Context: an optimization exercise on an open-source flow, tuned for small area and a short achievable clock period. The choices shown serve that exercise and are no tape-out recipe. Function was checked by simulation only, so behaviour that the tests miss may differ from the original.

$ cat flow/config.mk
export PLATFORM = sky130hd
export DESIGN_NAME = mul_pipe_single
export DESIGN_NICKNAME = mul_pipe_single
export VERILOG_FILES = /design/flow/design.v
export SDC_FILE = /design/flow/constraint.sdc
export NUM_CORES = 4
export LEC_CHECK = 0
export CAP_MARGIN = 20
export CORE_MARGIN = 2
export CORE_UTILIZATION = 40
export SLEW_MARGIN = 20
$ cat flow/constraint.sdc
create_clock -name core_clock -period 10.0 [get_ports {clk}]
set_input_delay 2.0000 -clock core_clock [delete_from_list [all_inputs] [get_ports {clk}]]
set_output_delay 2.0000 -clock core_clock [all_outputs]
set_load 0.01 [all_outputs]
$ cat flow/design.v
`timescale 1ns/1ps
module mul_pipe_single #(
  parameter XLEN    = 32,
  parameter RD_BITS = 5,
  parameter TAG_W   = 4
) (
  input  wire                 clk,
  input  wire                 rst,
  input  wire                 EX_mul,
  input  wire [XLEN-1:0]      EX_mul_a,
  input  wire [XLEN-1:0]      EX_mul_b,
  input  wire [RD_BITS-1:0]   EX_mul_rd,
  input  wire [TAG_W-1:0]     EX_mul_tag,
  input  wire                 MEM_we,     
  input  wire                 MEM_jlx,    
  output wire                 mul_result_valid,
  output wire [XLEN-1:0]      mul_result,
  output wire [RD_BITS-1:0]   mul_rd,           
  output wire [TAG_W-1:0]     mul_result_tag,   
  output wire                 mul_busy,
  output wire [RD_BITS-1:0]   mul_busy_rd,
  output wire [TAG_W-1:0]     mul_busy_tag,
  output wire                 mul_wb_conflict_stall,
  output wire                 mul_issue_stall
);
  reg  [2:0]         cnt;
  reg  [31:0]        a;
  reg  [31:0]        pb;      
  reg  [3:0]         bo, bt, bn;   
  reg  [23:0]        acc;
  reg  [RD_BITS-1:0] rd;
  reg  [TAG_W-1:0]   tag;
  wire idle  = (cnt == 3'd0);
  wire valid = (cnt == 3'd5);
  assign mul_busy         = !idle;
  assign mul_result_valid = valid;
  assign mul_result       = valid ? pb  : 32'd0;
  assign mul_rd           = valid ? rd  : {RD_BITS{1'b0}};
  assign mul_result_tag   = valid ? tag : {TAG_W{1'b0}};
  assign mul_busy_rd      = mul_rd;
  assign mul_busy_tag     = mul_result_tag;
  assign mul_wb_conflict_stall = valid && (MEM_we || MEM_jlx);
  assign mul_issue_stall       = EX_mul && !idle;
  wire [8:0] nw = idle ? {EX_mul_b[7:0], 1'b0} : pb[15:7];
  wire [3:0] no, nt, nn;
  genvar gj;
  generate
    for (gj = 0; gj < 4; gj = gj + 1) begin : g_booth
      assign no[gj] = nw[2*gj] ^ nw[2*gj+1];
      assign nt[gj] = (nw[2*gj+2] & ~nw[2*gj+1] & ~nw[2*gj]) | (~nw[2*gj+2] & nw[2*gj+1] & nw[2*gj]);
      assign nn[gj] = nw[2*gj+2];
    end
  endgenerate
  wire [31:0] sa, sb, x;
  wire pp1;
  wire pp2;
  wire pp3;
  wire pp4;
  wire pp5;
  wire pp6;
  wire pp7;
  wire pp8;
  wire pp9;
  wire pp10;
  wire pp11;
  wire pp12;
  wire pp13;
  wire pp14;
  wire pp15;
  wire pp16;
  wire pp17;
  wire pp18;
  wire pp19;
  wire pp20;
  wire pp21;
  wire pp22;
  wire pp23;
  wire pp24;
  wire pp25;
  wire pp26;
  wire pp27;
  wire pp28;
  wire pp29;
  wire pp30;
  wire pp31;
  wire pp32;
  wire pp33;
  wire pp34;
  wire pp35;
  wire pp36;
  wire pp37;
  wire pp38;
  wire pp39;
  wire pp40;
  wire pp41;
  wire pp42;
  wire pp43;
  wire pp44;
  wire pp45;
  wire pp46;
  wire pp47;
  wire pp48;
  wire pp49;
  wire pp50;
  wire pp51;
  wire pp52;
  wire pp53;
  wire pp54;
  wire pp55;
  wire pp56;
  wire pp57;
  wire pp58;
  wire pp59;
  wire pp60;
  wire pp61;
  wire pp62;
  wire pp63;
  wire pp64;
  wire pp65;
  wire pp66;
  wire pp67;
  wire pp68;
  wire pp69;
  wire pp70;
  wire pp71;
  wire pp72;
  wire pp73;
  wire pp74;
  wire pp75;
  wire pp76;
  wire pp77;
  wire pp78;
  wire pp79;
  wire pp80;
  wire pp81;
  wire pp82;
  wire pp83;
  wire pp84;
  wire pp85;
  wire pp86;
  wire pp87;
  wire pp88;
  wire pp89;
  wire pp90;
  wire pp91;
  wire pp92;
  wire pp93;
  wire pp94;
  wire pp95;
  wire pp96;
  wire pp97;
  wire pp98;
  wire pp99;
  wire pp100;
  wire pp101;
  wire pp102;
  wire pp103;
  wire pp104;
  wire pp105;
  wire pp106;
  wire pp107;
  wire pp108;
  wire pp109;
  wire pp110;
  wire pp111;
  wire pp112;
  wire pp113;
  wire pp114;
  wire pp115;
  wire pp116;
  wire s117;
  wire c118;
  wire s119;
  wire c120;
  wire s121;
  wire c122;
  wire s123;
  wire c124;
  wire s125;
  wire c126;
  wire s127;
  wire c128;
  wire s129;
  wire c130;
  wire s131;
  wire c132;
  wire s133;
  wire c134;
  wire s135;
  wire c136;
  wire s137;
  wire c138;
  wire s139;
  wire c140;
  wire s141;
  wire c142;
  wire s143;
  wire c144;
  wire s145;
  wire c146;
  wire s147;
  wire c148;
  wire s149;
  wire c150;
  wire s151;
  wire c152;
  wire s153;
  wire c154;
  wire s155;
  wire c156;
  wire s157;
  wire c158;
  wire s159;
  wire c160;
  wire s161;
  wire c162;
  wire s163;
  wire c164;
  wire s165;
  wire c166;
  wire s167;
  wire c168;
  wire s169;
  wire c170;
  wire s171;
  wire c172;
  wire s173;
  wire c174;
  wire s175;
  wire c176;
  wire s177;
  wire c178;
  wire s179;
  wire c180;
  wire s181;
  wire c182;
  wire s183;
  wire c184;
  wire s185;
  wire c186;
  wire s187;
  wire c188;
  wire s189;
  wire c190;
  wire s191;
  wire c192;
  wire s193;
  wire c194;
  wire s195;
  wire c196;
  wire s197;
  wire c198;
  wire s199;
  wire c200;
  wire s201;
  wire c202;
  wire s203;
  wire c204;
  wire s205;
  wire c206;
  wire s207;
  wire c208;
  wire s209;
  wire c210;
  wire s211;
  wire c212;
  wire s213;
  wire c214;
  wire s215;
  wire c216;
  wire s217;
  wire c218;
  wire s219;
  wire c220;
  wire s221;
  wire c222;
  wire s223;
  wire c224;
  wire s225;
  wire c226;
  wire s227;
  wire c228;
  wire s229;
  wire c230;
  wire s231;
  wire c232;
  wire s233;
  wire c234;
  wire s235;
  wire c236;
  wire s237;
  wire c238;
  wire s239;
  wire c240;
  wire s241;
  wire c242;
  wire s243;
  wire c244;
  wire s245;
  wire c246;
  wire s247;
  wire c248;
  wire s249;
  wire c250;
  wire s251;
  wire c252;
  wire s253;
  wire c254;
  wire s255;
  wire c256;
  wire s257;
  wire c258;
  wire s259;
  wire c260;
  wire s261;
  wire c262;
  wire s263;
  wire c264;
  wire s265;
  wire c266;
  wire s267;
  wire c268;
  wire s269;
  wire c270;
  wire s271;
  wire c272;
  wire s273;
  wire c274;
  wire s275;
  wire c276;
  wire s277;
  wire c278;
  wire s279;
  wire c280;
  wire s281;
  wire c282;
  wire s283;
  wire c284;
  wire g285;
  wire p286;
  wire g287;
  wire p288;
  wire g289;
  wire p290;
  wire g291;
  wire p292;
  wire g293;
  wire p294;
  wire g295;
  wire p296;
  wire g297;
  wire p298;
  wire g299;
  wire p300;
  wire g301;
  wire p302;
  wire g303;
  wire p304;
  wire g305;
  wire p306;
  wire g307;
  wire p308;
  wire g309;
  wire p310;
  wire g311;
  wire p312;
  wire g313;
  wire p314;
  wire g315;
  wire p316;
  wire g317;
  wire p318;
  wire g319;
  wire p320;
  wire g321;
  wire p322;
  wire g323;
  wire p324;
  wire g325;
  wire p326;
  wire g327;
  wire p328;
  wire g329;
  wire p330;
  wire g331;
  wire p332;
  wire g333;
  wire p334;
  wire g335;
  wire p336;
  wire g337;
  wire p338;
  wire g339;
  wire p340;
  wire g341;
  wire p342;
  wire g343;
  wire p344;
  wire g345;
  wire p346;
  wire g347;
  wire p348;
  wire g349;
  wire g350;
  wire p351;
  wire g352;
  wire p353;
  wire g354;
  wire p355;
  wire g356;
  wire p357;
  wire g358;
  wire p359;
  wire g360;
  wire p361;
  wire g362;
  wire p363;
  wire g364;
  wire p365;
  wire g366;
  wire p367;
  wire g368;
  wire p369;
  wire g370;
  wire p371;
  wire g372;
  wire p373;
  wire g374;
  wire p375;
  wire g376;
  wire p377;
  wire g378;
  wire p379;
  wire g380;
  wire p381;
  wire g382;
  wire p383;
  wire g384;
  wire p385;
  wire g386;
  wire p387;
  wire g388;
  wire p389;
  wire g390;
  wire p391;
  wire g392;
  wire p393;
  wire g394;
  wire p395;
  wire g396;
  wire p397;
  wire g398;
  wire p399;
  wire g400;
  wire p401;
  wire g402;
  wire p403;
  wire g404;
  wire p405;
  wire g406;
  wire p407;
  wire g408;
  wire p409;
  wire g410;
  wire p411;
  wire g412;
  wire p413;
  wire g414;
  wire p415;
  wire g416;
  wire p417;
  wire g418;
  wire p419;
  wire g420;
  wire p421;
  wire g422;
  wire p423;
  wire g424;
  wire p425;
  wire g426;
  wire p427;
  wire g428;
  wire p429;
  wire g430;
  wire p431;
  wire g432;
  wire p433;
  wire g434;
  wire p435;
  wire g436;
  wire p437;
  wire g438;
  wire p439;
  wire g440;
  wire p441;
  wire g442;
  wire p443;
  wire g444;
  wire p445;
  wire g446;
  wire p447;
  wire g448;
  wire p449;
  wire g450;
  wire p451;
  wire g452;
  wire p453;
  wire g454;
  wire p455;
  wire g456;
  wire p457;
  wire g458;
  wire p459;
  wire g460;
  wire p461;
  wire g462;
  wire p463;
  wire g464;
  wire p465;
  wire g466;
  wire p467;
  wire g468;
  wire p469;
  wire g470;
  wire p471;
  wire g472;
  wire p473;
  wire g474;
  wire p475;
  wire g476;
  wire p477;
  wire g478;
  wire p479;
  wire g480;
  wire p481;
  wire g482;
  wire p483;
  wire g484;
  wire p485;
  wire g486;
  wire p487;
  wire g488;
  wire p489;
  wire g490;
  wire p491;
  wire g492;
  wire p493;
  wire g494;
  wire p495;
  wire g496;
  wire p497;
  wire g498;
  wire p499;
  wire g500;
  wire p501;
  wire g502;
  wire p503;
  wire g504;
  wire p505;
  wire g506;
  wire p507;
  wire g508;
  wire p509;
  assign pp1 = (bo[0] & a[0]) ^ bn[0];
  assign pp2 = ((bo[0] & a[1]) | (bt[0] & a[0])) ^ bn[0];
  assign pp3 = ((bo[0] & a[2]) | (bt[0] & a[1])) ^ bn[0];
  assign pp4 = ((bo[0] & a[3]) | (bt[0] & a[2])) ^ bn[0];
  assign pp5 = ((bo[0] & a[4]) | (bt[0] & a[3])) ^ bn[0];
  assign pp6 = ((bo[0] & a[5]) | (bt[0] & a[4])) ^ bn[0];
  assign pp7 = ((bo[0] & a[6]) | (bt[0] & a[5])) ^ bn[0];
  assign pp8 = ((bo[0] & a[7]) | (bt[0] & a[6])) ^ bn[0];
  assign pp9 = ((bo[0] & a[8]) | (bt[0] & a[7])) ^ bn[0];
  assign pp10 = ((bo[0] & a[9]) | (bt[0] & a[8])) ^ bn[0];
  assign pp11 = ((bo[0] & a[10]) | (bt[0] & a[9])) ^ bn[0];
  assign pp12 = ((bo[0] & a[11]) | (bt[0] & a[10])) ^ bn[0];
  assign pp13 = ((bo[0] & a[12]) | (bt[0] & a[11])) ^ bn[0];
  assign pp14 = ((bo[0] & a[13]) | (bt[0] & a[12])) ^ bn[0];
  assign pp15 = ((bo[0] & a[14]) | (bt[0] & a[13])) ^ bn[0];
  assign pp16 = ((bo[0] & a[15]) | (bt[0] & a[14])) ^ bn[0];
  assign pp17 = ((bo[0] & a[16]) | (bt[0] & a[15])) ^ bn[0];
  assign pp18 = ((bo[0] & a[17]) | (bt[0] & a[16])) ^ bn[0];
  assign pp19 = ((bo[0] & a[18]) | (bt[0] & a[17])) ^ bn[0];
  assign pp20 = ((bo[0] & a[19]) | (bt[0] & a[18])) ^ bn[0];
  assign pp21 = ((bo[0] & a[20]) | (bt[0] & a[19])) ^ bn[0];
  assign pp22 = ((bo[0] & a[21]) | (bt[0] & a[20])) ^ bn[0];
  assign pp23 = ((bo[0] & a[22]) | (bt[0] & a[21])) ^ bn[0];
  assign pp24 = ((bo[0] & a[23]) | (bt[0] & a[22])) ^ bn[0];
  assign pp25 = ((bo[0] & a[24]) | (bt[0] & a[23])) ^ bn[0];
  assign pp26 = ((bo[0] & a[25]) | (bt[0] & a[24])) ^ bn[0];
  assign pp27 = ((bo[0] & a[26]) | (bt[0] & a[25])) ^ bn[0];
  assign pp28 = ((bo[0] & a[27]) | (bt[0] & a[26])) ^ bn[0];
  assign pp29 = ((bo[0] & a[28]) | (bt[0] & a[27])) ^ bn[0];
  assign pp30 = ((bo[0] & a[29]) | (bt[0] & a[28])) ^ bn[0];
  assign pp31 = ((bo[0] & a[30]) | (bt[0] & a[29])) ^ bn[0];
  assign pp32 = ((bo[0] & a[31]) | (bt[0] & a[30])) ^ bn[0];
  assign pp33 = (bo[1] & a[0]) ^ bn[1];
  assign pp34 = ((bo[1] & a[1]) | (bt[1] & a[0])) ^ bn[1];
  assign pp35 = ((bo[1] & a[2]) | (bt[1] & a[1])) ^ bn[1];
  assign pp36 = ((bo[1] & a[3]) | (bt[1] & a[2])) ^ bn[1];
  assign pp37 = ((bo[1] & a[4]) | (bt[1] & a[3])) ^ bn[1];
  assign pp38 = ((bo[1] & a[5]) | (bt[1] & a[4])) ^ bn[1];
  assign pp39 = ((bo[1] & a[6]) | (bt[1] & a[5])) ^ bn[1];
  assign pp40 = ((bo[1] & a[7]) | (bt[1] & a[6])) ^ bn[1];
  assign pp41 = ((bo[1] & a[8]) | (bt[1] & a[7])) ^ bn[1];
  assign pp42 = ((bo[1] & a[9]) | (bt[1] & a[8])) ^ bn[1];
  assign pp43 = ((bo[1] & a[10]) | (bt[1] & a[9])) ^ bn[1];
  assign pp44 = ((bo[1] & a[11]) | (bt[1] & a[10])) ^ bn[1];
  assign pp45 = ((bo[1] & a[12]) | (bt[1] & a[11])) ^ bn[1];
  assign pp46 = ((bo[1] & a[13]) | (bt[1] & a[12])) ^ bn[1];
  assign pp47 = ((bo[1] & a[14]) | (bt[1] & a[13])) ^ bn[1];
  assign pp48 = ((bo[1] & a[15]) | (bt[1] & a[14])) ^ bn[1];
  assign pp49 = ((bo[1] & a[16]) | (bt[1] & a[15])) ^ bn[1];
  assign pp50 = ((bo[1] & a[17]) | (bt[1] & a[16])) ^ bn[1];
  assign pp51 = ((bo[1] & a[18]) | (bt[1] & a[17])) ^ bn[1];
  assign pp52 = ((bo[1] & a[19]) | (bt[1] & a[18])) ^ bn[1];
  assign pp53 = ((bo[1] & a[20]) | (bt[1] & a[19])) ^ bn[1];
  assign pp54 = ((bo[1] & a[21]) | (bt[1] & a[20])) ^ bn[1];
  assign pp55 = ((bo[1] & a[22]) | (bt[1] & a[21])) ^ bn[1];
  assign pp56 = ((bo[1] & a[23]) | (bt[1] & a[22])) ^ bn[1];
  assign pp57 = ((bo[1] & a[24]) | (bt[1] & a[23])) ^ bn[1];
  assign pp58 = ((bo[1] & a[25]) | (bt[1] & a[24])) ^ bn[1];
  assign pp59 = ((bo[1] & a[26]) | (bt[1] & a[25])) ^ bn[1];
  assign pp60 = ((bo[1] & a[27]) | (bt[1] & a[26])) ^ bn[1];
  assign pp61 = ((bo[1] & a[28]) | (bt[1] & a[27])) ^ bn[1];
  assign pp62 = ((bo[1] & a[29]) | (bt[1] & a[28])) ^ bn[1];
  assign pp63 = (bo[2] & a[0]) ^ bn[2];
  assign pp64 = ((bo[2] & a[1]) | (bt[2] & a[0])) ^ bn[2];
  assign pp65 = ((bo[2] & a[2]) | (bt[2] & a[1])) ^ bn[2];
  assign pp66 = ((bo[2] & a[3]) | (bt[2] & a[2])) ^ bn[2];
  assign pp67 = ((bo[2] & a[4]) | (bt[2] & a[3])) ^ bn[2];
  assign pp68 = ((bo[2] & a[5]) | (bt[2] & a[4])) ^ bn[2];
  assign pp69 = ((bo[2] & a[6]) | (bt[2] & a[5])) ^ bn[2];
  assign pp70 = ((bo[2] & a[7]) | (bt[2] & a[6])) ^ bn[2];
  assign pp71 = ((bo[2] & a[8]) | (bt[2] & a[7])) ^ bn[2];
  assign pp72 = ((bo[2] & a[9]) | (bt[2] & a[8])) ^ bn[2];
  assign pp73 = ((bo[2] & a[10]) | (bt[2] & a[9])) ^ bn[2];
  assign pp74 = ((bo[2] & a[11]) | (bt[2] & a[10])) ^ bn[2];
  assign pp75 = ((bo[2] & a[12]) | (bt[2] & a[11])) ^ bn[2];
  assign pp76 = ((bo[2] & a[13]) | (bt[2] & a[12])) ^ bn[2];
  assign pp77 = ((bo[2] & a[14]) | (bt[2] & a[13])) ^ bn[2];
  assign pp78 = ((bo[2] & a[15]) | (bt[2] & a[14])) ^ bn[2];
  assign pp79 = ((bo[2] & a[16]) | (bt[2] & a[15])) ^ bn[2];
  assign pp80 = ((bo[2] & a[17]) | (bt[2] & a[16])) ^ bn[2];
  assign pp81 = ((bo[2] & a[18]) | (bt[2] & a[17])) ^ bn[2];
  assign pp82 = ((bo[2] & a[19]) | (bt[2] & a[18])) ^ bn[2];
  assign pp83 = ((bo[2] & a[20]) | (bt[2] & a[19])) ^ bn[2];
  assign pp84 = ((bo[2] & a[21]) | (bt[2] & a[20])) ^ bn[2];
  assign pp85 = ((bo[2] & a[22]) | (bt[2] & a[21])) ^ bn[2];
  assign pp86 = ((bo[2] & a[23]) | (bt[2] & a[22])) ^ bn[2];
  assign pp87 = ((bo[2] & a[24]) | (bt[2] & a[23])) ^ bn[2];
  assign pp88 = ((bo[2] & a[25]) | (bt[2] & a[24])) ^ bn[2];
  assign pp89 = ((bo[2] & a[26]) | (bt[2] & a[25])) ^ bn[2];
  assign pp90 = ((bo[2] & a[27]) | (bt[2] & a[26])) ^ bn[2];
  assign pp91 = (bo[3] & a[0]) ^ bn[3];
  assign pp92 = ((bo[3] & a[1]) | (bt[3] & a[0])) ^ bn[3];
  assign pp93 = ((bo[3] & a[2]) | (bt[3] & a[1])) ^ bn[3];
  assign pp94 = ((bo[3] & a[3]) | (bt[3] & a[2])) ^ bn[3];
  assign pp95 = ((bo[3] & a[4]) | (bt[3] & a[3])) ^ bn[3];
  assign pp96 = ((bo[3] & a[5]) | (bt[3] & a[4])) ^ bn[3];
  assign pp97 = ((bo[3] & a[6]) | (bt[3] & a[5])) ^ bn[3];
  assign pp98 = ((bo[3] & a[7]) | (bt[3] & a[6])) ^ bn[3];
  assign pp99 = ((bo[3] & a[8]) | (bt[3] & a[7])) ^ bn[3];
  assign pp100 = ((bo[3] & a[9]) | (bt[3] & a[8])) ^ bn[3];
  assign pp101 = ((bo[3] & a[10]) | (bt[3] & a[9])) ^ bn[3];
  assign pp102 = ((bo[3] & a[11]) | (bt[3] & a[10])) ^ bn[3];
  assign pp103 = ((bo[3] & a[12]) | (bt[3] & a[11])) ^ bn[3];
  assign pp104 = ((bo[3] & a[13]) | (bt[3] & a[12])) ^ bn[3];
  assign pp105 = ((bo[3] & a[14]) | (bt[3] & a[13])) ^ bn[3];
  assign pp106 = ((bo[3] & a[15]) | (bt[3] & a[14])) ^ bn[3];
  assign pp107 = ((bo[3] & a[16]) | (bt[3] & a[15])) ^ bn[3];
  assign pp108 = ((bo[3] & a[17]) | (bt[3] & a[16])) ^ bn[3];
  assign pp109 = ((bo[3] & a[18]) | (bt[3] & a[17])) ^ bn[3];
  assign pp110 = ((bo[3] & a[19]) | (bt[3] & a[18])) ^ bn[3];
  assign pp111 = ((bo[3] & a[20]) | (bt[3] & a[19])) ^ bn[3];
  assign pp112 = ((bo[3] & a[21]) | (bt[3] & a[20])) ^ bn[3];
  assign pp113 = ((bo[3] & a[22]) | (bt[3] & a[21])) ^ bn[3];
  assign pp114 = ((bo[3] & a[23]) | (bt[3] & a[22])) ^ bn[3];
  assign pp115 = ((bo[3] & a[24]) | (bt[3] & a[23])) ^ bn[3];
  assign pp116 = ((bo[3] & a[25]) | (bt[3] & a[24])) ^ bn[3];
  assign s117 = acc[4] ^ pp5 ^ pp35;
  assign c118 = (acc[4] & pp5) | (acc[4] & pp35) | (pp5 & pp35);
  assign s119 = acc[5] ^ pp6 ^ pp36;
  assign c120 = (acc[5] & pp6) | (acc[5] & pp36) | (pp6 & pp36);
  assign s121 = acc[6] ^ pp7 ^ pp37;
  assign c122 = (acc[6] & pp7) | (acc[6] & pp37) | (pp7 & pp37);
  assign s123 = pp65 ^ pp91 ^ bn[3];
  assign c124 = (pp65 & pp91) | (pp65 & bn[3]) | (pp91 & bn[3]);
  assign s125 = acc[7] ^ pp8 ^ pp38;
  assign c126 = (acc[7] & pp8) | (acc[7] & pp38) | (pp8 & pp38);
  assign s127 = pp66 ^ pp92 ^ s125;
  assign c128 = (pp66 & pp92) | (pp66 & s125) | (pp92 & s125);
  assign s129 = acc[8] ^ pp9 ^ pp39;
  assign c130 = (acc[8] & pp9) | (acc[8] & pp39) | (pp9 & pp39);
  assign s131 = pp67 ^ pp93 ^ s129;
  assign c132 = (pp67 & pp93) | (pp67 & s129) | (pp93 & s129);
  assign s133 = acc[9] ^ pp10 ^ pp40;
  assign c134 = (acc[9] & pp10) | (acc[9] & pp40) | (pp10 & pp40);
  assign s135 = pp68 ^ pp94 ^ s133;
  assign c136 = (pp68 & pp94) | (pp68 & s133) | (pp94 & s133);
  assign s137 = acc[10] ^ pp11 ^ pp41;
  assign c138 = (acc[10] & pp11) | (acc[10] & pp41) | (pp11 & pp41);
  assign s139 = pp69 ^ pp95 ^ s137;
  assign c140 = (pp69 & pp95) | (pp69 & s137) | (pp95 & s137);
  assign s141 = acc[11] ^ pp12 ^ pp42;
  assign c142 = (acc[11] & pp12) | (acc[11] & pp42) | (pp12 & pp42);
  assign s143 = pp70 ^ pp96 ^ s141;
  assign c144 = (pp70 & pp96) | (pp70 & s141) | (pp96 & s141);
  assign s145 = acc[12] ^ pp13 ^ pp43;
  assign c146 = (acc[12] & pp13) | (acc[12] & pp43) | (pp13 & pp43);
  assign s147 = pp71 ^ pp97 ^ s145;
  assign c148 = (pp71 & pp97) | (pp71 & s145) | (pp97 & s145);
  assign s149 = acc[13] ^ pp14 ^ pp44;
  assign c150 = (acc[13] & pp14) | (acc[13] & pp44) | (pp14 & pp44);
  assign s151 = pp72 ^ pp98 ^ s149;
  assign c152 = (pp72 & pp98) | (pp72 & s149) | (pp98 & s149);
  assign s153 = acc[14] ^ pp15 ^ pp45;
  assign c154 = (acc[14] & pp15) | (acc[14] & pp45) | (pp15 & pp45);
  assign s155 = pp73 ^ pp99 ^ s153;
  assign c156 = (pp73 & pp99) | (pp73 & s153) | (pp99 & s153);
  assign s157 = acc[15] ^ pp16 ^ pp46;
  assign c158 = (acc[15] & pp16) | (acc[15] & pp46) | (pp16 & pp46);
  assign s159 = pp74 ^ pp100 ^ s157;
  assign c160 = (pp74 & pp100) | (pp74 & s157) | (pp100 & s157);
  assign s161 = acc[16] ^ pp17 ^ pp47;
  assign c162 = (acc[16] & pp17) | (acc[16] & pp47) | (pp17 & pp47);
  assign s163 = pp75 ^ pp101 ^ s161;
  assign c164 = (pp75 & pp101) | (pp75 & s161) | (pp101 & s161);
  assign s165 = acc[17] ^ pp18 ^ pp48;
  assign c166 = (acc[17] & pp18) | (acc[17] & pp48) | (pp18 & pp48);
  assign s167 = pp76 ^ pp102 ^ s165;
  assign c168 = (pp76 & pp102) | (pp76 & s165) | (pp102 & s165);
  assign s169 = acc[18] ^ pp19 ^ pp49;
  assign c170 = (acc[18] & pp19) | (acc[18] & pp49) | (pp19 & pp49);
  assign s171 = pp77 ^ pp103 ^ s169;
  assign c172 = (pp77 & pp103) | (pp77 & s169) | (pp103 & s169);
  assign s173 = acc[19] ^ pp20 ^ pp50;
  assign c174 = (acc[19] & pp20) | (acc[19] & pp50) | (pp20 & pp50);
  assign s175 = pp78 ^ pp104 ^ s173;
  assign c176 = (pp78 & pp104) | (pp78 & s173) | (pp104 & s173);
  assign s177 = acc[20] ^ pp21 ^ pp51;
  assign c178 = (acc[20] & pp21) | (acc[20] & pp51) | (pp21 & pp51);
  assign s179 = pp79 ^ pp105 ^ s177;
  assign c180 = (pp79 & pp105) | (pp79 & s177) | (pp105 & s177);
  assign s181 = acc[21] ^ pp22 ^ pp52;
  assign c182 = (acc[21] & pp22) | (acc[21] & pp52) | (pp22 & pp52);
  assign s183 = pp80 ^ pp106 ^ s181;
  assign c184 = (pp80 & pp106) | (pp80 & s181) | (pp106 & s181);
  assign s185 = acc[22] ^ pp23 ^ pp53;
  assign c186 = (acc[22] & pp23) | (acc[22] & pp53) | (pp23 & pp53);
  assign s187 = pp81 ^ pp107 ^ s185;
  assign c188 = (pp81 & pp107) | (pp81 & s185) | (pp107 & s185);
  assign s189 = acc[23] ^ pp24 ^ pp54;
  assign c190 = (acc[23] & pp24) | (acc[23] & pp54) | (pp24 & pp54);
  assign s191 = pp82 ^ pp108 ^ s189;
  assign c192 = (pp82 & pp108) | (pp82 & s189) | (pp108 & s189);
  assign s193 = pp25 ^ pp55 ^ pp83;
  assign c194 = (pp25 & pp55) | (pp25 & pp83) | (pp55 & pp83);
  assign s195 = pp26 ^ pp56 ^ pp84;
  assign c196 = (pp26 & pp56) | (pp26 & pp84) | (pp56 & pp84);
  assign s197 = pp27 ^ pp57 ^ pp85;
  assign c198 = (pp27 & pp57) | (pp27 & pp85) | (pp57 & pp85);
  assign s199 = pp28 ^ pp58 ^ pp86;
  assign c200 = (pp28 & pp58) | (pp28 & pp86) | (pp58 & pp86);
  assign s201 = pp29 ^ pp59 ^ pp87;
  assign c202 = (pp29 & pp59) | (pp29 & pp87) | (pp59 & pp87);
  assign s203 = pp30 ^ pp60 ^ pp88;
  assign c204 = (pp30 & pp60) | (pp30 & pp88) | (pp60 & pp88);
  assign s205 = pp31 ^ pp61 ^ pp89;
  assign c206 = (pp31 & pp61) | (pp31 & pp89) | (pp61 & pp89);
  assign s207 = pp32 ^ pp62 ^ pp90;
  assign c208 = (pp32 & pp62) | (pp32 & pp90) | (pp62 & pp90);
  assign s209 = acc[2] ^ pp3 ^ pp33;
  assign c210 = (acc[2] & pp3) | (acc[2] & pp33) | (pp3 & pp33);
  assign s211 = acc[3] ^ pp4 ^ pp34;
  assign c212 = (acc[3] & pp4) | (acc[3] & pp34) | (pp4 & pp34);
  assign s213 = pp63 ^ bn[2] ^ s117;
  assign c214 = (pp63 & bn[2]) | (pp63 & s117) | (bn[2] & s117);
  assign s215 = pp64 ^ s119 ^ c118;
  assign c216 = (pp64 & s119) | (pp64 & c118) | (s119 & c118);
  assign s217 = s121 ^ s123 ^ c120;
  assign c218 = (s121 & s123) | (s121 & c120) | (s123 & c120);
  assign s219 = s127 ^ c122 ^ c124;
  assign c220 = (s127 & c122) | (s127 & c124) | (c122 & c124);
  assign s221 = s131 ^ c126 ^ c128;
  assign c222 = (s131 & c126) | (s131 & c128) | (c126 & c128);
  assign s223 = s135 ^ c130 ^ c132;
  assign c224 = (s135 & c130) | (s135 & c132) | (c130 & c132);
  assign s225 = s139 ^ c134 ^ c136;
  assign c226 = (s139 & c134) | (s139 & c136) | (c134 & c136);
  assign s227 = s143 ^ c138 ^ c140;
  assign c228 = (s143 & c138) | (s143 & c140) | (c138 & c140);
  assign s229 = s147 ^ c142 ^ c144;
  assign c230 = (s147 & c142) | (s147 & c144) | (c142 & c144);
  assign s231 = s151 ^ c146 ^ c148;
  assign c232 = (s151 & c146) | (s151 & c148) | (c146 & c148);
  assign s233 = s155 ^ c150 ^ c152;
  assign c234 = (s155 & c150) | (s155 & c152) | (c150 & c152);
  assign s235 = s159 ^ c154 ^ c156;
  assign c236 = (s159 & c154) | (s159 & c156) | (c154 & c156);
  assign s237 = s163 ^ c158 ^ c160;
  assign c238 = (s163 & c158) | (s163 & c160) | (c158 & c160);
  assign s239 = s167 ^ c162 ^ c164;
  assign c240 = (s167 & c162) | (s167 & c164) | (c162 & c164);
  assign s241 = s171 ^ c166 ^ c168;
  assign c242 = (s171 & c166) | (s171 & c168) | (c166 & c168);
  assign s243 = s175 ^ c170 ^ c172;
  assign c244 = (s175 & c170) | (s175 & c172) | (c170 & c172);
  assign s245 = s179 ^ c174 ^ c176;
  assign c246 = (s179 & c174) | (s179 & c176) | (c174 & c176);
  assign s247 = s183 ^ c178 ^ c180;
  assign c248 = (s183 & c178) | (s183 & c180) | (c178 & c180);
  assign s249 = s187 ^ c182 ^ c184;
  assign c250 = (s187 & c182) | (s187 & c184) | (c182 & c184);
  assign s251 = s191 ^ c186 ^ c188;
  assign c252 = (s191 & c186) | (s191 & c188) | (c186 & c188);
  assign s253 = pp109 ^ s193 ^ c190;
  assign c254 = (pp109 & s193) | (pp109 & c190) | (s193 & c190);
  assign s255 = pp110 ^ s195 ^ c194;
  assign c256 = (pp110 & s195) | (pp110 & c194) | (s195 & c194);
  assign s257 = pp111 ^ s197 ^ c196;
  assign c258 = (pp111 & s197) | (pp111 & c196) | (s197 & c196);
  assign s259 = pp112 ^ s199 ^ c198;
  assign c260 = (pp112 & s199) | (pp112 & c198) | (s199 & c198);
  assign s261 = pp113 ^ s201 ^ c200;
  assign c262 = (pp113 & s201) | (pp113 & c200) | (s201 & c200);
  assign s263 = pp114 ^ s203 ^ c202;
  assign c264 = (pp114 & s203) | (pp114 & c202) | (s203 & c202);
  assign s265 = pp115 ^ s205 ^ c204;
  assign c266 = (pp115 & s205) | (pp115 & c204) | (s205 & c204);
  assign s267 = pp116 ^ s207 ^ c206;
  assign c268 = (pp116 & s207) | (pp116 & c206) | (s207 & c206);
  assign s269 = c192 ^ s253 ^ c252;
  assign c270 = (c192 & s253) | (c192 & c252) | (s253 & c252);
  assign s271 = s255 ^ c254;
  assign c272 = s255 & c254;
  assign s273 = s257 ^ c256;
  assign c274 = s257 & c256;
  assign s275 = s259 ^ c258;
  assign c276 = s259 & c258;
  assign s277 = s261 ^ c260;
  assign c278 = s261 & c260;
  assign s279 = s263 ^ c262;
  assign c280 = s263 & c262;
  assign s281 = s265 ^ c264;
  assign c282 = s265 & c264;
  assign s283 = s267 ^ c266;
  assign c284 = s267 & c266;
  assign sa = {s283, s281, s279, s277, s275, s273, s271, s269, s251, s249, s247, s245, s243, s241, s239, s237, s235, s233, s231, s229, s227, s225, s223, s221, s219, s217, s215, s213, s211, bn[1], acc[1], acc[0]};
  assign sb = {c282, c280, c278, c276, c274, c272, c270, 1'b0, c250, c248, c246, c244, c242, c240, c238, c236, c234, c232, c230, c228, c226, c224, c222, c220, c218, c216, c214, c212, c210, s209, pp2, pp1};
  assign g285 = (sa[0] & sb[0]);
  assign p286 = (sa[0] ^ sb[0]);
  assign g287 = (sa[1] & sb[1]);
  assign p288 = (sa[1] ^ sb[1]);
  assign g289 = (sa[2] & sb[2]);
  assign p290 = (sa[2] ^ sb[2]);
  assign g291 = (sa[3] & sb[3]);
  assign p292 = (sa[3] ^ sb[3]);
  assign g293 = (sa[4] & sb[4]);
  assign p294 = (sa[4] ^ sb[4]);
  assign g295 = (sa[5] & sb[5]);
  assign p296 = (sa[5] ^ sb[5]);
  assign g297 = (sa[6] & sb[6]);
  assign p298 = (sa[6] ^ sb[6]);
  assign g299 = (sa[7] & sb[7]);
  assign p300 = (sa[7] ^ sb[7]);
  assign g301 = (sa[8] & sb[8]);
  assign p302 = (sa[8] ^ sb[8]);
  assign g303 = (sa[9] & sb[9]);
  assign p304 = (sa[9] ^ sb[9]);
  assign g305 = (sa[10] & sb[10]);
  assign p306 = (sa[10] ^ sb[10]);
  assign g307 = (sa[11] & sb[11]);
  assign p308 = (sa[11] ^ sb[11]);
  assign g309 = (sa[12] & sb[12]);
  assign p310 = (sa[12] ^ sb[12]);
  assign g311 = (sa[13] & sb[13]);
  assign p312 = (sa[13] ^ sb[13]);
  assign g313 = (sa[14] & sb[14]);
  assign p314 = (sa[14] ^ sb[14]);
  assign g315 = (sa[15] & sb[15]);
  assign p316 = (sa[15] ^ sb[15]);
  assign g317 = (sa[16] & sb[16]);
  assign p318 = (sa[16] ^ sb[16]);
  assign g319 = (sa[17] & sb[17]);
  assign p320 = (sa[17] ^ sb[17]);
  assign g321 = (sa[18] & sb[18]);
  assign p322 = (sa[18] ^ sb[18]);
  assign g323 = (sa[19] & sb[19]);
  assign p324 = (sa[19] ^ sb[19]);
  assign g325 = (sa[20] & sb[20]);
  assign p326 = (sa[20] ^ sb[20]);
  assign g327 = (sa[21] & sb[21]);
  assign p328 = (sa[21] ^ sb[21]);
  assign g329 = (sa[22] & sb[22]);
  assign p330 = (sa[22] ^ sb[22]);
  assign g331 = (sa[23] & sb[23]);
  assign p332 = (sa[23] ^ sb[23]);
  assign g333 = (sa[24] & sb[24]);
  assign p334 = (sa[24] ^ sb[24]);
  assign g335 = (sa[25] & sb[25]);
  assign p336 = (sa[25] ^ sb[25]);
  assign g337 = (sa[26] & sb[26]);
  assign p338 = (sa[26] ^ sb[26]);
  assign g339 = (sa[27] & sb[27]);
  assign p340 = (sa[27] ^ sb[27]);
  assign g341 = (sa[28] & sb[28]);
  assign p342 = (sa[28] ^ sb[28]);
  assign g343 = (sa[29] & sb[29]);
  assign p344 = (sa[29] ^ sb[29]);
  assign g345 = (sa[30] & sb[30]);
  assign p346 = (sa[30] ^ sb[30]);
  assign g347 = (sa[31] & sb[31]);
  assign p348 = (sa[31] ^ sb[31]);
  assign g349 = g285 | (p286 & bn[0]);
  assign g350 = g287 | (p288 & g349);
  assign p351 = p288 & p286;
  assign g352 = g291 | (p292 & g289);
  assign p353 = p292 & p290;
  assign g354 = g295 | (p296 & g293);
  assign p355 = p296 & p294;
  assign g356 = g299 | (p300 & g297);
  assign p357 = p300 & p298;
  assign g358 = g303 | (p304 & g301);
  assign p359 = p304 & p302;
  assign g360 = g307 | (p308 & g305);
  assign p361 = p308 & p306;
  assign g362 = g311 | (p312 & g309);
  assign p363 = p312 & p310;
  assign g364 = g315 | (p316 & g313);
  assign p365 = p316 & p314;
  assign g366 = g319 | (p320 & g317);
  assign p367 = p320 & p318;
  assign g368 = g323 | (p324 & g321);
  assign p369 = p324 & p322;
  assign g370 = g327 | (p328 & g325);
  assign p371 = p328 & p326;
  assign g372 = g331 | (p332 & g329);
  assign p373 = p332 & p330;
  assign g374 = g335 | (p336 & g333);
  assign p375 = p336 & p334;
  assign g376 = g339 | (p340 & g337);
  assign p377 = p340 & p338;
  assign g378 = g343 | (p344 & g341);
  assign p379 = p344 & p342;
  assign g380 = g347 | (p348 & g345);
  assign p381 = p348 & p346;
  assign g382 = g289 | (p290 & g350);
  assign p383 = p290 & p351;
  assign g384 = g352 | (p353 & g350);
  assign p385 = p353 & p351;
  assign g386 = g297 | (p298 & g354);
  assign p387 = p298 & p355;
  assign g388 = g356 | (p357 & g354);
  assign p389 = p357 & p355;
  assign g390 = g305 | (p306 & g358);
  assign p391 = p306 & p359;
  assign g392 = g360 | (p361 & g358);
  assign p393 = p361 & p359;
  assign g394 = g313 | (p314 & g362);
  assign p395 = p314 & p363;
  assign g396 = g364 | (p365 & g362);
  assign p397 = p365 & p363;
  assign g398 = g321 | (p322 & g366);
  assign p399 = p322 & p367;
  assign g400 = g368 | (p369 & g366);
  assign p401 = p369 & p367;
  assign g402 = g329 | (p330 & g370);
  assign p403 = p330 & p371;
  assign g404 = g372 | (p373 & g370);
  assign p405 = p373 & p371;
  assign g406 = g337 | (p338 & g374);
  assign p407 = p338 & p375;
  assign g408 = g376 | (p377 & g374);
  assign p409 = p377 & p375;
  assign g410 = g345 | (p346 & g378);
  assign p411 = p346 & p379;
  assign g412 = g380 | (p381 & g378);
  assign p413 = p381 & p379;
  assign g414 = g293 | (p294 & g384);
  assign p415 = p294 & p385;
  assign g416 = g354 | (p355 & g384);
  assign p417 = p355 & p385;
  assign g418 = g386 | (p387 & g384);
  assign p419 = p387 & p385;
  assign g420 = g388 | (p389 & g384);
  assign p421 = p389 & p385;
  assign g422 = g309 | (p310 & g392);
  assign p423 = p310 & p393;
  assign g424 = g362 | (p363 & g392);
  assign p425 = p363 & p393;
  assign g426 = g394 | (p395 & g392);
  assign p427 = p395 & p393;
  assign g428 = g396 | (p397 & g392);
  assign p429 = p397 & p393;
  assign g430 = g325 | (p326 & g400);
  assign p431 = p326 & p401;
  assign g432 = g370 | (p371 & g400);
  assign p433 = p371 & p401;
  assign g434 = g402 | (p403 & g400);
  assign p435 = p403 & p401;
  assign g436 = g404 | (p405 & g400);
  assign p437 = p405 & p401;
  assign g438 = g341 | (p342 & g408);
  assign p439 = p342 & p409;
  assign g440 = g378 | (p379 & g408);
  assign p441 = p379 & p409;
  assign g442 = g410 | (p411 & g408);
  assign p443 = p411 & p409;
  assign g444 = g412 | (p413 & g408);
  assign p445 = p413 & p409;
  assign g446 = g301 | (p302 & g420);
  assign p447 = p302 & p421;
  assign g448 = g358 | (p359 & g420);
  assign p449 = p359 & p421;
  assign g450 = g390 | (p391 & g420);
  assign p451 = p391 & p421;
  assign g452 = g392 | (p393 & g420);
  assign p453 = p393 & p421;
  assign g454 = g422 | (p423 & g420);
  assign p455 = p423 & p421;
  assign g456 = g424 | (p425 & g420);
  assign p457 = p425 & p421;
  assign g458 = g426 | (p427 & g420);
  assign p459 = p427 & p421;
  assign g460 = g428 | (p429 & g420);
  assign p461 = p429 & p421;
  assign g462 = g333 | (p334 & g436);
  assign p463 = p334 & p437;
  assign g464 = g374 | (p375 & g436);
  assign p465 = p375 & p437;
  assign g466 = g406 | (p407 & g436);
  assign p467 = p407 & p437;
  assign g468 = g408 | (p409 & g436);
  assign p469 = p409 & p437;
  assign g470 = g438 | (p439 & g436);
  assign p471 = p439 & p437;
  assign g472 = g440 | (p441 & g436);
  assign p473 = p441 & p437;
  assign g474 = g442 | (p443 & g436);
  assign p475 = p443 & p437;
  assign g476 = g444 | (p445 & g436);
  assign p477 = p445 & p437;
  assign g478 = g317 | (p318 & g460);
  assign p479 = p318 & p461;
  assign g480 = g366 | (p367 & g460);
  assign p481 = p367 & p461;
  assign g482 = g398 | (p399 & g460);
  assign p483 = p399 & p461;
  assign g484 = g400 | (p401 & g460);
  assign p485 = p401 & p461;
  assign g486 = g430 | (p431 & g460);
  assign p487 = p431 & p461;
  assign g488 = g432 | (p433 & g460);
  assign p489 = p433 & p461;
  assign g490 = g434 | (p435 & g460);
  assign p491 = p435 & p461;
  assign g492 = g436 | (p437 & g460);
  assign p493 = p437 & p461;
  assign g494 = g462 | (p463 & g460);
  assign p495 = p463 & p461;
  assign g496 = g464 | (p465 & g460);
  assign p497 = p465 & p461;
  assign g498 = g466 | (p467 & g460);
  assign p499 = p467 & p461;
  assign g500 = g468 | (p469 & g460);
  assign p501 = p469 & p461;
  assign g502 = g470 | (p471 & g460);
  assign p503 = p471 & p461;
  assign g504 = g472 | (p473 & g460);
  assign p505 = p473 & p461;
  assign g506 = g474 | (p475 & g460);
  assign p507 = p475 & p461;
  assign g508 = g476 | (p477 & g460);
  assign p509 = p477 & p461;
  assign x[0] = p286 ^ bn[0];
  assign x[1] = p288 ^ g349;
  assign x[2] = p290 ^ g350;
  assign x[3] = p292 ^ g382;
  assign x[4] = p294 ^ g384;
  assign x[5] = p296 ^ g414;
  assign x[6] = p298 ^ g416;
  assign x[7] = p300 ^ g418;
  assign x[8] = p302 ^ g420;
  assign x[9] = p304 ^ g446;
  assign x[10] = p306 ^ g448;
  assign x[11] = p308 ^ g450;
  assign x[12] = p310 ^ g452;
  assign x[13] = p312 ^ g454;
  assign x[14] = p314 ^ g456;
  assign x[15] = p316 ^ g458;
  assign x[16] = p318 ^ g460;
  assign x[17] = p320 ^ g478;
  assign x[18] = p322 ^ g480;
  assign x[19] = p324 ^ g482;
  assign x[20] = p326 ^ g484;
  assign x[21] = p328 ^ g486;
  assign x[22] = p330 ^ g488;
  assign x[23] = p332 ^ g490;
  assign x[24] = p334 ^ g492;
  assign x[25] = p336 ^ g494;
  assign x[26] = p338 ^ g496;
  assign x[27] = p340 ^ g498;
  assign x[28] = p342 ^ g500;
  assign x[29] = p344 ^ g502;
  assign x[30] = p346 ^ g504;
  assign x[31] = p348 ^ g506;
  always @(posedge clk) begin
    if (rst) cnt <= 3'd0;
    else if (idle) cnt <= EX_mul ? 3'd1 : 3'd0;
    else if (valid) cnt <= 3'd0;
    else cnt <= cnt + 3'd1;
    bo <= no;
    bt <= nt;
    bn <= nn;
    if (idle) begin
      a     <= EX_mul_a;
      pb    <= EX_mul_b;
      rd    <= EX_mul_rd;
      tag   <= EX_mul_tag;
      acc   <= 24'd0;
    end else begin
      pb    <= {x[7:0], pb[31:8]};
      acc   <= x[31:8];
    end
  end
endmodule
$ cat flow/flow/run.sh
#!/bin/bash
# Layout flow: the standard ORFS flow (standard.sh, unchanged synthesis), with
#  - after synthesis, flow/polarity.py flips full-adder cells (FA(~a,~b,~c) = ~FA(a,b,c))
#    so that fewer inverters are needed around them; registers are untouched
#  - port buffers made of plain buffers instead of the delay cells buffer_ports picks
set -euo pipefail
cd "$(dirname "$0")/.."
source flow/params.sh
export BUFFER_PORTS_ARGS
export SETUP_SLACK_MARGIN
R=orfs/results/sky130hd/mul_pipe_single/base
bash standard.sh synth > synth.log 2>&1
if [[ "${POLARITY:-1}" == 1 ]]; then
  cp $R/1_2_yosys.v $R/1_2_yosys.std.v
  python3 flow/polarity.py $R/1_2_yosys.std.v $R/1_2_yosys.v > polarity.log 2>&1
  rm -f $R/1_synth.odb
fi
bash standard.sh > standard.log 2>&1
$ cat flow/flow/params.sh
BUFFER_PORTS_ARGS="-buffer_cell sky130_fd_sc_hd__buf_1"
SETUP_SLACK_MARGIN=6.0
POLARITY=1
$ cat flow/flow/polarity.py
#!/usr/bin/env python3
"""Remove inverters around full adders in a flat gate-level netlist.

A full adder is self-dual: FA(~a, ~b, ~c) = (~cout, ~sum). So a full-adder cell can be
"flipped" (fed the complements of its inputs, its outputs then carry the complements of
their old values) without changing the circuit's function. This script chooses which
full adders to flip so that as few inverters as possible are needed, then rewrites the
netlist: inverters that only feed cell pins are removed and re-created where needed.
Registers, ports and all other cells are untouched.

usage: polarity.py IN.v OUT.v
"""
import re
import sys
from collections import defaultdict

INV = re.compile(r'sky130_fd_sc_hd__(clk)?inv_\d+$')
FA = re.compile(r'sky130_fd_sc_hd__fa_\d+$')
OUTPINS = {'X', 'Y', 'Q', 'Q_N', 'SUM', 'COUT', 'HI', 'LO'}

src = open(sys.argv[1]).read()
m = re.search(r'\bmodule\b.*?;', src, re.S)
endm = src.rindex('endmodule')
body = src[m.end():endm]

# statements of the module body
stmts = [s for s in re.split(r';', body)]
cells = []    # dict(type, name, pins: [(pin, net)], idx)
other = []    # (idx, text)
ports = set()
for i, s in enumerate(stmts):
    t = s.strip()
    if not t:
        continue
    cm = re.match(r'(sky130_fd_sc_hd__\w+)\s+(\S+)\s*\((.*)\)\s*$', t, re.S)
    if cm:
        pins = [(p, n.strip()) for p, n in re.findall(r'\.(\w+)\(([^()]*)\)', cm.group(3))]
        cells.append({'type': cm.group(1), 'name': cm.group(2), 'pins': pins})
        continue
    pm = re.match(r'(input|output|inout)\s+(\[[^\]]*\]\s*)?(\S+)', t)
    if pm:
        ports.add(pm.group(3))
    other.append(t)

def base_name(net):
    return re.sub(r'\s*\[\d+\]$', '', net.strip())

driver = {}
loads = defaultdict(list)   # net -> [(cell index, pin index)]
for ci, c in enumerate(cells):
    for pi, (p, n) in enumerate(c['pins']):
        if p in OUTPINS:
            driver[n] = ci
        else:
            loads[n].append((ci, pi))
# nets read by assign statements or ports count as fixed loads
assign_rhs = set()
for t in other:
    am = re.match(r'assign\s+(.*?)\s*=\s*(.*)$', t, re.S)
    if am:
        for tok in re.findall(r'\\\S+|[A-Za-z_][\w$]*(?:\s*\[\d+\])?', am.group(2)):
            assign_rhs.add(tok.strip())

def is_port_net(n):
    return base_name(n) in ports

# removable inverters: output feeds only cell input pins, is no port, no assign source
removable = set()
for ci, c in enumerate(cells):
    if INV.match(c['type']):
        y = dict(c['pins'])['Y']
        if not is_port_net(y) and y not in assign_rhs and y in loads:
            removable.add(ci)

def resolve(net):
    """logical source of a net: (base net, polarity) through removable inverters"""
    pol = 0
    seen = 0
    while net in driver and driver[net] in removable and seen < 100:
        net = dict(cells[driver[net]]['pins'])['A']
        pol ^= 1
        seen += 1
    return net, pol

fas = [ci for ci, c in enumerate(cells) if FA.match(c['type'])]
flip = defaultdict(int)

# load requirements: list of (cell index, pin index, base, pol)
reqs = []
for ci, c in enumerate(cells):
    if ci in removable:
        continue
    for pi, (p, n) in enumerate(c['pins']):
        if p in OUTPINS:
            continue
        b, pol = resolve(n)
        reqs.append((ci, pi, b, pol))
by_base = defaultdict(list)
by_cell = defaultdict(list)
for r in reqs:
    by_base[r[2]].append(r)
    by_cell[r[0]].append(r)

def phys(b):
    d = driver.get(b)
    return flip[d] if d is not None and FA.match(cells[d]['type']) else 0

def need(r):
    ci, pi, b, pol = r
    want = pol ^ (flip[ci] if FA.match(cells[ci]['type']) else 0)
    return want ^ phys(b)

def base_cost(b):
    return 1 if any(need(r) for r in by_base[b]) else 0

def fa_bases(ci):
    bs = {r[2] for r in by_cell[ci]}
    for p, n in cells[ci]['pins']:
        if p in OUTPINS:
            bs.add(n)
    return bs

total0 = sum(base_cost(b) for b in by_base)
improved = True
passes = 0
while improved and passes < 50:
    improved = False
    passes += 1
    for ci in fas:
        bs = fa_bases(ci)
        before = sum(base_cost(b) for b in bs)
        flip[ci] ^= 1
        after = sum(base_cost(b) for b in bs)
        if after < before:
            improved = True
        else:
            flip[ci] ^= 1
total1 = sum(base_cost(b) for b in by_base)

# rewrite
def esc(n):
    return n + ' ' if n.startswith('\\') else n

comp = {}
newcells = []
k = 0
for b in by_base:
    if base_cost(b):
        k += 1
        nn = f'polinv_n{k}'
        comp[b] = nn
        newcells.append(f'  sky130_fd_sc_hd__inv_1 polinv_{k} (\n    .A({esc(b)}),\n    .Y({nn})\n  );')
for r in reqs:
    ci, pi, b, pol = r
    p, _ = cells[ci]['pins'][pi]
    cells[ci]['pins'][pi] = (p, comp[b] if need(r) else b)

out = [src[:m.end()], '\n']
for t in other:
    out.append('  ' + t + ' ;\n')
for nn in comp.values():
    out.append(f'  wire {nn};\n')
for ci, c in enumerate(cells):
    if ci in removable:
        continue
    pins = ',\n'.join(f'    .{p}({esc(n)})' for p, n in c['pins'])
    out.append(f'  {c["type"]} {c["name"]} (\n{pins}\n  );\n')
out.append('\n'.join(newcells) + '\n')
out.append(src[endm:])
open(sys.argv[2], 'w').write(''.join(out))
print(f'polarity: {len(fas)} full adders, {sum(flip[c] for c in fas)} flipped, '
      f'inverters {len(removable)} removable -> {len(comp)} needed '
      f'(cost before {total0}, after {total1})', file=sys.stderr)
$ cat flow/standard.sh
#!/bin/bash
# synth_recipe.tcl (not shown) runs the flow's synth.tcl, then flattens the netlist and writes it again
# the make line also repeats each setting of config.mk as NAME=value (left out here)
make -C /OpenROAD-flow-scripts/flow DESIGN_CONFIG=/design/flow/config.mk WORK_HOME=/design/flow/orfs CLKGATE_MAP_FILE= SYNTH_SCRIPT=/design/flow/synth_recipe.tcl "${@:-finish}"
==> flow_summary.ini, run 1 <==
[status]
status = finished clean

[worst_setup_path]
cp_common_cell = fa_1
critPathRequiredTime_ns = 10.29
slowest_stage = fa_1
max_stage_delay_ns = 0.52
start_kind = flop
crit_fanout = 11
crit_type = reg2reg
path_cells = buf_12 -> a22oi_2 -> xnor2_2 -> fa_1 -> inv_1 -> fa_1 -> inv_1 -> fa_1 -> ha_2 -> a2111o_1 -> o211ai_1 -> a31oi_2 -> or2_1 -> a21o_1 -> a21oi_2 -> fa_1 -> nor2_1
end_kind = flop
cp_data_arrival_time_ns = 4.88

[timing]
finalSetupViolations = 0
rsz0062_at_grt = true
finClkSkew_ns = 0.0128
finalSetupTns_ns = 0
finalCritPeriodShare_pct = 45.8
hold_viol = 0
timing_worst_slew_pin_value_ns = 0.785
fin_crit_ns = 4.58
relSlewSlack_pct = 47.7
drv_slew = 0
fmax_mhz = 218

[die]
chipWidth_um = 152
start_util_pct = 40.5
core_sq_um = 21700
row_count = 54
io_pins = 132
fp.dieH_um = 152
dieArea_sq_um = 23200

[cts]
clkSlewWorstSetupHoldPaths_ns = 0.08
cts_made_buffers = 9
clk_latency_ns = 0.36
holdBufCountCts = 0
cts_tree = yes
ctsRootBufferMaster = clkbuf_16
clockBufferDepth = 2
htree_num_levels = 3
cts_sinks = 108

[global_routing]
grt_overflow = 0
grt_start_max_net_pins = 64
antenna_found_initial = 0
grt_pass1_vias = 7026
grt_pass1_wl_mm = 37.4
grt_usage_pct = 20.2

[detailed_routing]
detail_route.wl_per_cell_um = 18.1
first_pass_iters = 5
drtAntennaViolNets = 0
viasPerCell = 5.28
first_iter_violations = 456
vias = 6921
wl_mm = 23.8
route.detailed.drc = 0

[logic_synthesis]
synthCells = 907
yosysWarnings = 1
synth.cell_area_sq_um = 8780
synth_nets = 1100
avgSynthCellArea_sq_um = 9.68

[final_layout]
final_util_pct = 49.1
area_growth_pct = 21.4
layoutNonFillerInstCount = 1312
final_nets = 1220
diodes = 0
drive_above_1_share_pct = 16.0

[job]
maxCapViolCount = 0

[placement]
gp_congestion = 0.830
hpwlAfterDp_mm = 15.7
dp.cells = 1242
portBuffers = 131

[min_path]
hp-class = reg2reg
## metrics by stage
step | hold WS (ns) | worst slack [ns] | cell area, sq um
2_1_floorplan | 0.414 | 5.62 | 8940
3_3_place_gp | 0.424 | 5.29 | 9460
3_5_place_dp | 0.435 | 5.21 | 9460
4_1_cts | 0.443 | 5.50 | 10400
5_1_grt | 0.476 | 5.26 | 10700
6_report | 0.438 | 5.42 | 10700
## placed cells by master, fill, tap and decap left out, drive strengths merged, types with 7 or more instances in the layout
cell      n
clkbuf   11
fa       78
o21ai     7
dfxtp    67
nor2     38
inv      75
a21oi    25
nand3     8
buf     195
nor3      9
edfxtp   41
nand2    76
a22oi   113
ha       37
and3     44
xor2     67
xnor2    79
## worst max-delay path, delay by kind of cell (launching register included)
kind / cells / cell delay [ns]
buf+inv: 3 / 0.26
fa+ha+maj: 5 / 2.11
xor+xnor: 1 / 0.10
flops: 1 / 0.37
simple gates: 2 / 0.36
compound gates: 6 / 1.33
## cell type report
| type | count | area (sq um) |
|---|---|---|
| fillers | 2046 | 11000 |
| multi-input cells | 636 | 5960 |
| flip-flops and latches | 108 | 2580 |
| repair buffers | 199 | 1180 |
| well taps | 280 | 350 |
| inverters | 73 | 280 |
| clock buffers | 9 | 225 |
| clock inverters | 7 | 78.8 |
## sequential cells by signal (all words and copies together) (netlist names)
| signal | cells |
|---|---|
| a | 32 |
| pb | 32 |
| acc | 24 |
| rd | 5 |
| bo | 4 |
| bt | 4 |
| tag | 4 |
| cnt | 3 |
## path summary, 6_finish.rpt
kind | startpoint | to | slack (ns) | cells past startpoint
worst max-delay path | bo[1] | acc[8] | 5.42 | 17
worst min-delay path | pb[25] | pb[17] | 0.44 | 2
worst max register to register | bo[1] | acc[8] | 5.42 | 17
worst min register to register | pb[25] | pb[17] | 0.44 | 2
## routing by layer
metal,part of all wire (%),vias up,global-route usage [%],routed length [um]
li1,-,3282,-,-
met1,44,3327,27.0,10400
met2,48,270,33.0,11500
met3,6.0,42,3.87,1430
met4,2.0,0,6.99,472
met5,0,-,0,0
## timing repair
action / 4_1_cts / 5_1_grt
hold endpoints to repair: 0 / 0
buffers inserted: 34 / 17
cloned: 2 / 1
pin swaps: 34 / 18
gates resized for setup: 60 / 25
endpoints found under the setup margin: 24 / 27
==> inputs of run 2 (changes only) <==
--- a/flow/flow/polarity.py
+++ b/flow/flow/polarity.py
@@ -1,7 +1,7 @@
 #!/usr/bin/env python3
 """Remove inverters around full adders in a flat gate-level netlist.
 
-A full adder is self-dual: FA(~a, ~b, ~c) = (~cout, ~sum). So a full-adder cell can be
+An xor2/xnor2 cell can be swapped for the other to invert its output. A full adder is self-dual: FA(~a, ~b, ~c) = (~cout, ~sum). So a full-adder cell can be
 "flipped" (fed the complements of its inputs, its outputs then carry the complements of
 their old values) without changing the circuit's function. This script chooses which
 full adders to flip so that as few inverters as possible are needed, then rewrites the
@@ -10,12 +10,14 @@
 
 usage: polarity.py IN.v OUT.v
 """
+import random
 import re
 import sys
 from collections import defaultdict
 
 INV = re.compile(r'sky130_fd_sc_hd__(clk)?inv_\d+$')
 FA = re.compile(r'sky130_fd_sc_hd__fa_\d+$')
+XO = re.compile(r'sky130_fd_sc_hd__x(n?)or2_(\d+)$')
 OUTPINS = {'X', 'Y', 'Q', 'Q_N', 'SUM', 'COUT', 'HI', 'LO'}
 
 src = open(sys.argv[1]).read()
@@ -83,6 +85,7 @@
     return net, pol
 
 fas = [ci for ci, c in enumerate(cells) if FA.match(c['type'])]
+xos = [ci for ci, c in enumerate(cells) if XO.match(c['type'])]
 flip = defaultdict(int)
 
 # load requirements: list of (cell index, pin index, base, pol)
@@ -103,7 +106,7 @@
 
 def phys(b):
     d = driver.get(b)
-    return flip[d] if d is not None and FA.match(cells[d]['type']) else 0
+    return flip[d] if d is not None and (FA.match(cells[d]['type']) or XO.match(cells[d]['type'])) else 0
 
 def need(r):
     ci, pi, b, pol = r
@@ -121,20 +124,38 @@
     return bs
 
 total0 = sum(base_cost(b) for b in by_base)
-improved = True
-passes = 0
-while improved and passes < 50:
-    improved = False
-    passes += 1
-    for ci in fas:
-        bs = fa_bases(ci)
-        before = sum(base_cost(b) for b in bs)
-        flip[ci] ^= 1
-        after = sum(base_cost(b) for b in bs)
-        if after < before:
-            improved = True
-        else:
+movable = fas + xos
+rng = random.Random(1)
+best = None
+for trial in range(30):
+    if trial:
+        for ci in movable:
+            flip[ci] = best[ci]
+        # perturb the best solution a little, then descend again
+        for ci in rng.sample(movable, max(1, len(movable) // 10)):
             flip[ci] ^= 1
+    for sweep in range(200):
+        changed = False
+        order = list(movable)
+        rng.shuffle(order)
+        for ci in order:
+            bs = fa_bases(ci)
+            before = sum(base_cost(b) for b in bs)
+            flip[ci] ^= 1
+            after = sum(base_cost(b) for b in bs)
+            if after < before:
+                changed = True
+            elif after == before and rng.random() < 0.3 and sweep < 150:
+                pass
+            else:
+                flip[ci] ^= 1
+        if not changed and sweep >= 150:
+            break
+    cost = sum(base_cost(b) for b in by_base)
+    if best is None or cost < best_cost:
+        best, best_cost = {ci: flip[ci] for ci in movable}, cost
+for ci in movable:
+    flip[ci] = best[ci]
 total1 = sum(base_cost(b) for b in by_base)
 
 # rewrite
@@ -163,11 +184,16 @@
 for ci, c in enumerate(cells):
     if ci in removable:
         continue
+    xm = XO.match(c['type'])
+    if xm and flip[ci]:
+        c['type'] = f"sky130_fd_sc_hd__{'xor2' if xm.group(1) else 'xnor2'}_{xm.group(2)}"
+        # xor2 drives X, xnor2 drives Y
+        c['pins'] = [({'X': 'Y', 'Y': 'X'}.get(p, p), n) for p, n in c['pins']]
     pins = ',\n'.join(f'    .{p}({esc(n)})' for p, n in c['pins'])
     out.append(f'  {c["type"]} {c["name"]} (\n{pins}\n  );\n')
 out.append('\n'.join(newcells) + '\n')
 out.append(src[endm:])
 open(sys.argv[2], 'w').write(''.join(out))
 print(f'polarity: {len(fas)} full adders, {sum(flip[c] for c in fas)} flipped, '
-      f'inverters {len(removable)} removable -> {len(comp)} needed '
+      f'{sum(flip[c] for c in xos)} of {len(xos)} xor/xnor swapped, inverters {len(removable)} removable -> {len(comp)} needed '
       f'(cost before {total0}, after {total1})', file=sys.stderr)
--- a/flow/config.mk
+++ b/flow/config.mk
@@ -7,5 +7,6 @@
 export LEC_CHECK = 0
 export CAP_MARGIN = 20
 export CORE_MARGIN = 2
-export CORE_UTILIZATION = 40
+export CORE_UTILIZATION = 60
+export CTS_BUF_LIST = sky130_fd_sc_hd__clkbuf_4 sky130_fd_sc_hd__clkbuf_8
 export SLEW_MARGIN = 20
==> flow_summary.ini, run 2 <==
[timing]
timing_worst_slew_pin_value_ns = 0.818
finalSetupViolations = 0
drv_slew = 0
finalSetupTns_ns = 0
hold_viol = 0
hold-worst-slack_ns = 0.452
fin_crit_ns = 4.63
setup_slack_ns = 5.37
finalCritPeriodShare_pct = 46.3
fmax_mhz = 216
rsz0062_at_grt = true
finClkSkew_ns = 0.0203
relSlewSlack_pct = 45.5

[cts]
cts_sinks = 108
ctsRootBufferMaster = clkbuf_8
cts_made_buffers = 9
clkSlewWorstSetupHoldPaths_ns = 0.11
htree_num_levels = 3
holdBufCountCts = 0
cts_tree = yes
clockBufferDepth = 2
clk_latency_ns = 0.40

[global_routing]
grt_start_max_net_pins = 67
antenna_found_initial = 0
grt_pass1_wl_mm = 37.2
grt_usage_pct = 32.0
grt_overflow = 0
grt_pass1_vias = 6983

[worst_setup_path]
critPathRequiredTime_ns = 10.27
cp_data_arrival_time_ns = 4.89
start_kind = flop
crit_fanout = 5
end_kind = flop
path_cells = a22oi_2 -> xnor2_2 -> fa_1 -> fa_2 -> fa_2 -> ha_4 -> a21oi_2 -> o21ai_2 -> nand2_2 -> a31oi_2 -> or2_1 -> a21o_1 -> a21oi_2 -> fa_1 -> xor2_1 -> nor2_1
r2r_setup_slack_ns = 5.37
critical_path.top_delay_family = adder cells
slowest_stage = edfxtp_1
path_buf_inv = 0
max_stage_delay_ns = 0.56
crit_type = reg2reg

[logic_synthesis]
synthCells = 865
yosysWarnings = 1
avgSynthCellArea_sq_um = 9.97
synth.cell_area_sq_um = 8620
synth_nets = 1058

[detailed_routing]
first_pass_iters = 5
vias = 7103
drtAntennaViolNets = 0
route.detailed.drc = 0
detail_route.wl_per_cell_um = 20.6
viasPerCell = 6.05
wl_mm = 24.3
first_iter_violations = 557

[die]
core_sq_um = 13900
fp.dieH_um = 124
chipWidth_um = 124
row_count = 43
dieArea_sq_um = 15300
io_pins = 132
start_util_pct = 61.9

[final_layout]
layout_commonest_cell = buf_1
finalInstanceArea_sq_um = 10500
area_growth_pct = 21.3
final_nets = 1183
final_util_pct = 75.1
nFillCells = 1006
multi_input_area_sq_um = 6110
diodes = 0
top_regs = a x32, pb x32, acc x24
drive_above_1_share_pct = 19.4
layout_common_cells = buf_1 (129), xnor2_1 (102), a22oi_1 (89)
layoutNonFillerInstCount = 1175
regArea_sq_um = 2590

[placement]
placed_area_sq_um = 9220
portBuffers = 131
dp.cells = 1098
hpwlAfterDp_mm = 15.9
gp_congestion = 0.860
post-place-ws_ns = 5.05

[job]
maxCapViolCount = 0

[status]
status = finished clean

[min_path]
hp-class = reg2reg
run 2: metal layers:
metal,vias up,global-route usage [%],share of wire (%)
li1,3206,-,-
met1,3502,44.9,42
met2,360,51.8,48
met3,35,5.27,7.8
met4,0,8.10,1.8
met5,-,0,0
run 2: path summary, 6_finish.rpt:
check	start	endpoint	depth (start not counted)
min	pb[25]	pb[17]	2
max	a[7]	acc[9]	16
max reg2reg	a[7]	acc[9]	16
min reg2reg	pb[25]	pb[17]	2
run 2: timing repair:
| action | 4_1_cts | 5_1_grt |
|---|---|---|
| setup buffers | 50 | 7 |
| gates resized for setup | 72 | 32 |
| endpoints found under the hold margin | 0 | 0 |
| pin swaps | 41 | 14 |
| setup endpoints to repair | 77 | 35 |
| gates cloned | 3 | 1 |
run 2: area by class of cell:
type                       instances  share of cell area, %
multi-input combinational        636                   58.4
sequential                       108                   24.8
timing repair buffer             204                   11.9
tap                              180                   2.15
clock buffer                       9                   1.18
inverter                          31                   1.16
clock inverter                     7                  0.478
run 2: worst reg2reg max path: stages, from the launching register on:
cell and delay, ns:
edfxtp_1 0.56, a22oi_2 0.30, xnor2_2 0.15, fa_1 0.47, fa_2 0.56, fa_2 0.47
ha_4 0.34, a21oi_2 0.08, o21ai_2 0.21, nand2_2 0.13, a31oi_2 0.22, or2_1 0.17
a21o_1 0.15, a21oi_2 0.07, fa_1 0.38, xor2_1 0.18, nor2_1 0.06

## what the ideal ports hide
Ports are ideal in the flow. The routed layouts listed here were re-timed in OpenROAD.
Step 1, drivers: a clkbuf_16 drives clk and a buf_2 each remaining input, both assumed.
Step 2 times the ports against the registers' clock, not the clock port: input delays grow and output delays shrink by t, the midpoint of the rising clock arrivals with the driver on.
a / b / c = ideal / step 1 / step 2; a / b = the first two.
run | shift t [ns] | slack for setup (ns) | hold WS [ns] | slew at the worst register clock pin (ns)
run 1 | 0.398 | 5.417 / 5.417 / 5.417 | 0.438 / 0.438 / 0.438 | 0.09 / 0.09
run 2 | 0.428 | 5.373 / 5.373 / 5.373 | 0.452 / 0.452 / 0.452 | 0.11 / 0.11
After both steps setup and hold are still met in every run listed.
